Source: an optimization exercise on an open RTL-to-GDS flow (aim: small area and a short achievable clock period). Production flows keep margins and buffers that such runs may drop.
RTL that was checked went through simulation tests only; none was proved equivalent to the original.
Power is estimated from default activity; no workload was simulated.

==> 04-21 <==
## game_top
module game_top(clk, keypad_in, dip_in, adc_data_in, seg_com, seg_data, seg_single_data, led_out, f_led1, f_led2, f_led3, f_led4, lcd_rs, lcd_rw, lcd_en, lcd_data, servo_pwm, step_motor_phase, piezo_out, adc_cs_n, adc_sclk
, adc_din);
==> flow/config.mk <==
export PLATFORM = sky130hd
export DESIGN_NAME = game_top
export DESIGN_NICKNAME = game_top
export VERILOG_FILES = /design/flow/design.v
export SDC_FILE = /design/flow/constraint.sdc
export NUM_CORES = 4
export LEC_CHECK = 0
export ABC_AREA = 1
export CAP_MARGIN = 20
export CORE_MARGIN = 2
export CORE_UTILIZATION = 40
export PLACE_DENSITY = 0.6
export SLEW_MARGIN = 20
==> flow/constraint.sdc <==
create_clock -name core_clock -period 30.0 [get_ports {clk}]
set_input_delay 6.0000 -clock core_clock [delete_from_list [all_inputs] [get_ports {clk}]]
set_output_delay 6.0000 -clock core_clock [all_outputs]
set_load 0.01 [all_outputs]
standard.sh (not shown) runs the stock make flow with config.mk's settings and CLKGATE_MAP_FILE= SYNTH_SCRIPT=/design/flow/synth_recipe.tcl, a recipe that flattens the netlist after the stock synthesis.
==> flow/flow/run.sh <==
#!/bin/bash
# Layout flow: the standard ORFS flow (standard.sh, unchanged synthesis, floorplan,
# power grid, placement, CTS, routing), with three settings passed to make:
#  - port buffers are buf_2 cells;
#  - clock tree synthesis inserts no dummy loads;
#  - repair_timing aims for a setup slack of 23.1 ns at the design's 30 ns clock,
#    so that the paths that set the achieved period are sized and buffered.
# All tool output goes to flow_standard.log here (ORFS's per-step logs are in orfs/logs).
set -uo pipefail
bash standard.sh finish \
  "BUFFER_PORTS_ARGS=-buffer_cell sky130_fd_sc_hd__buf_2" \
  "CTS_ARGS=-sink_clustering_enable -repair_clock_nets -dont_use_dummy_load" \
  "SETUP_SLACK_MARGIN=23.1" > flow_standard.log 2>&1
==> inputs of 12-19, as changes to 04-21 <==
--- a/flow/flow/run.sh
+++ b/flow/flow/run.sh
@@ -5,3 +5,3 @@
 #  - clock tree synthesis inserts no dummy loads;
-#  - repair_timing aims for a setup slack of 23.1 ns at the design's 30 ns clock,
+#  - repair_timing aims for a setup slack of 22.5 ns at the design's 30 ns clock,
 #    so that the paths that set the achieved period are sized and buffered.
@@ -12,2 +12,2 @@
   "CTS_ARGS=-sink_clustering_enable -repair_clock_nets -dont_use_dummy_load" \
-  "SETUP_SLACK_MARGIN=23.1" > flow_standard.log 2>&1
+  "SETUP_SLACK_MARGIN=22.5" > flow_standard.log 2>&1
==> notes <==
Register-to-register slack: 04-21 is higher than 12-19 (0.03 ns). In 04-21 the cell area is larger than in 12-19, by 1.2%. Of 04-21 and 12-19, 04-21 has the higher setup slack (gap 0.023 ns). Between 12-19 and 04-21, the lower core utilization is in 12-19 (gap 0.52 points). Final cell count: 12-19 is smaller than 04-21 (0.51%). Between 04-21 and 12-19, the lower first-iteration DRC count is in 04-21 (gap 8.1%, measured against 12-19). Sequential cell count is the same in 04-21 and 12-19. In 12-19 the via count is lower than in 04-21, by 0.23%.
==> figures <==
Total detailed-routing wirelength: 12-19 51200 microns; 04-21 51500 microns
Wire length on met2: 12-19 24000 microns; 04-21 24300 microns
Biggest cell delay along the critical path: 12-19 0.37 ns; 04-21 0.39 ns
Layout-to-synthesis area ratio: 12-19 1.108x; 04-21 1.120x
Total power of the final layout: 12-19 1.29 mW; 04-21 1.29 mW
Worst clock skew: 12-19 0.0413 ns; 04-21 0.0384 ns
Post-CTS setup buffer count: 12-19 0; 04-21 13
Vias per cell: 12-19 5.00; 04-21 4.99
Maximum fanout along the worst path: 12-19 2; 04-21 3
Comb power: 12-19 0.128 mW; 04-21 0.129 mW
Layout net count: 12-19 2863; 04-21 2881
Post-Layout Cell Count: 12-19 3527; 04-21 3545
Met2 Use GR: 12-19 0.300; 04-21 0.305
Status: 12-19 no timing/DRC/antenna violations; 04-21 no timing/DRC/antenna violations
Final hold slack: 12-19 0.340 ns; 04-21 0.339 ns
Multi-input logic portion of the cell area: 12-19 0.371; 04-21 0.366
Reg2Reg Depth: 12-19 30; 04-21 29
Wire length of the first global-routing pass: 12-19 84300 microns; 04-21 85200 microns
Function was not checked in any run of this note: the RTL went through the layout flow alone.

* * *

==> inputs of 06-26 <==
game_top, a different RTL version from the one above (not shown whole).
clock: 30.0 ns
lec_check: 0
abc_area: 1
cap_margin: 20
core_margin: 2
core_utilization: 40
place_density: 0.6
slew_margin: 20
==> flow/flow/run.sh <==
#!/bin/bash
# Layout flow: the standard ORFS flow (standard.sh, unchanged synthesis, floorplan,
# power grid, placement, CTS, routing), with three settings passed to make:
#  - port buffers are buf_2 cells;
#  - clock tree synthesis inserts no dummy loads and uses sink clusters of up to 25;
#  - repair_timing aims for a setup slack of 22.5 ns at the design's 30 ns clock,
#    so that the paths that set the achieved period are sized and buffered.
# All tool output goes to flow_standard.log here (ORFS's per-step logs are in orfs/logs).
set -uo pipefail
bash standard.sh finish \
  "BUFFER_PORTS_ARGS=-buffer_cell sky130_fd_sc_hd__buf_2" \
  "CTS_ARGS=-sink_clustering_enable -repair_clock_nets -dont_use_dummy_load -sink_clustering_size 25 -sink_clustering_max_diameter 150 -distance_between_buffers 300 -branching_point_buffers_distance 300" \
  "SETUP_SLACK_MARGIN=22.5" > flow_standard.log 2>&1
==> 01-27: changes against 06-26 <==
--- a/flow/flow/run.sh
+++ b/flow/flow/run.sh
@@ -10,4 +10,4 @@
 bash standard.sh finish \
   "BUFFER_PORTS_ARGS=-buffer_cell sky130_fd_sc_hd__buf_2" \
-  "CTS_ARGS=-sink_clustering_enable -repair_clock_nets -dont_use_dummy_load -sink_clustering_size 25 -sink_clustering_max_diameter 150 -distance_between_buffers 300 -branching_point_buffers_distance 300" \
+  "CTS_ARGS=-sink_clustering_enable -repair_clock_nets -dont_use_dummy_load -sink_clustering_size 25 -sink_clustering_max_diameter 150 -buf_list {sky130_fd_sc_hd__clkbuf_8 sky130_fd_sc_hd__clkbuf_16}" \
   "SETUP_SLACK_MARGIN=22.5" > flow_standard.log 2>&1
==> 11-16: changes against 06-26 <==
==> flow/flow/run.sh (replaced) <==
#!/bin/bash
# Layout flow: the standard ORFS flow (standard.sh, unchanged synthesis, floorplan,
# power grid, placement, CTS, routing), with three settings passed to make:
#  - port buffers are buf_4 cells;
#  - clock tree synthesis inserts no dummy loads and uses sink clusters of up to 25;
#  - repair_timing aims for a setup slack of 22.5 ns at the design's 30 ns clock,
#    so that the paths that set the achieved period are sized and buffered.
# All tool output goes to flow_standard.log here (ORFS's per-step logs are in orfs/logs).
set -uo pipefail
bash standard.sh finish \
  "BUFFER_PORTS_ARGS=-buffer_cell sky130_fd_sc_hd__buf_4" \
  "CTS_ARGS=-sink_clustering_enable -repair_clock_nets -dont_use_dummy_load -sink_clustering_size 25 -sink_clustering_max_diameter 150" \
  "SETUP_SLACK_MARGIN=22.5" > flow_standard.log 2>&1
==> results.txt <==
- In synthesized cell count, 01-27 and 06-26 do not differ.
- In combinational power, 01-27 and 06-26 hardly differ.
- First-iteration DRC count: 11-16 is lower than 01-27 (about 10%).
- Clock power is about the same in 11-16 and 01-27.
- Routed wire length is the same in 01-27 and 06-26.
- Clock-buffer cell count is the same in 11-16 and 01-27.
- In area after synthesis, 11-16 and 06-26 do not differ.
- Clock skew: 11-16 is higher than 01-27 (0.020 ns).
- In cell area, 01-27 and 06-26 do not differ.
==> figures <==
| item | 06-26 | 01-27 | 11-16 |
|---|---|---|---|
| Layout area overhead | 7.633% | 7.633% | 8.829% |
| Met2 wire len | 21.24 mm | 21.24 mm | 22.10 mm |
| Final design area excluding fillers | 0.02195 mm^2 | 0.02195 mm^2 | 0.02219 mm^2 |
| DP Wirelength | 36.10 mm | 36.10 mm | 36.59 mm |
| Post-layout nets | 2,587 | 2,587 | 2,590 |
| Max Clk Rate | 140.0 MHz | 140.0 MHz | 139.5 MHz |
| Internal Power | 919.0 uW | 919.0 uW | 925.8 uW |
| Crit path largest cell delay | 0.37 ns | 0.37 ns | 0.38 ns |
| Met2 layer usage reported by global route | 29.47% | 29.47% | 30.12% |
| Capture point of the worst reg-to-reg path | ledx[3]$_DFF_PN0_ | ledx[3]$_DFF_PN0_ | ledx[5]$_DFF_PN0_ |
| Sequential Power Share | 48.7% | 48.7% | 48.6% |
| Total GRT Usage | 18.16% | 18.16% | 18.31% |
| Fraction of final layout cells with drive strength greater than 1 | 8.592% | 8.592% | 8.701% |
| Status | complete, no violations | complete, no violations | complete, no violations |
| Aggregate routed wire length | 47.78 mm | 47.78 mm | 48.21 mm |
| Post-route core utilization | 43.66% | 43.66% | 44.14% |
| Fin worst setup slack | 22.86 ns | 22.86 ns | 22.83 ns |
| Vias in the first global route | 15.78k | 15.78k | 15.83k |
| Worst setup slack for register-to-register paths | 25.90 ns | 25.90 ns | 25.97 ns |

## port drivers added, routing unchanged
The flow's constraints put no driver on any port. The routed layouts listed below were extracted and timed again, unchanged, in two steps. Step 1, drivers: a clkbuf_16 drives clk and a buf_2 each remaining input, both assumed. Step 2, shift: input delay + t, output delay - t, t = (earliest + latest rising clock arrival at the registers) / 2. This alone moves slack from input paths to output paths. Three values: ideal, step 1, step 2; two values: the first two.
| run | t (ns) | slack for setup (ns) | worst hold slack (ns) |
|---|---|---|---|
| 04-21 | 0.625 | 22.845 / 22.789 / 22.740 | 0.339 / 0.339 / 0.339 |
| 12-19 | 0.626 | 22.822 / 22.766 / 22.386 | 0.340 / 0.340 / 0.340 |
| 06-26 | 0.599 | 22.859 / 22.801 / 22.374 | 0.358 / 0.358 / 0.358 |
| 01-27 | 0.599 | 22.859 / 22.801 / 22.374 | 0.358 / 0.358 / 0.358 |
| 11-16 | 0.590 | 22.832 / 22.773 / 22.310 | 0.317 / 0.317 / 0.317 |
After both steps setup and hold are still met in every run listed. For 11-16, which loses most, drivers alone change the setup slack by -0.059 ns; drivers and shift together by -0.522 ns. The worst setup slack also covers recovery checks on asynchronous resets.
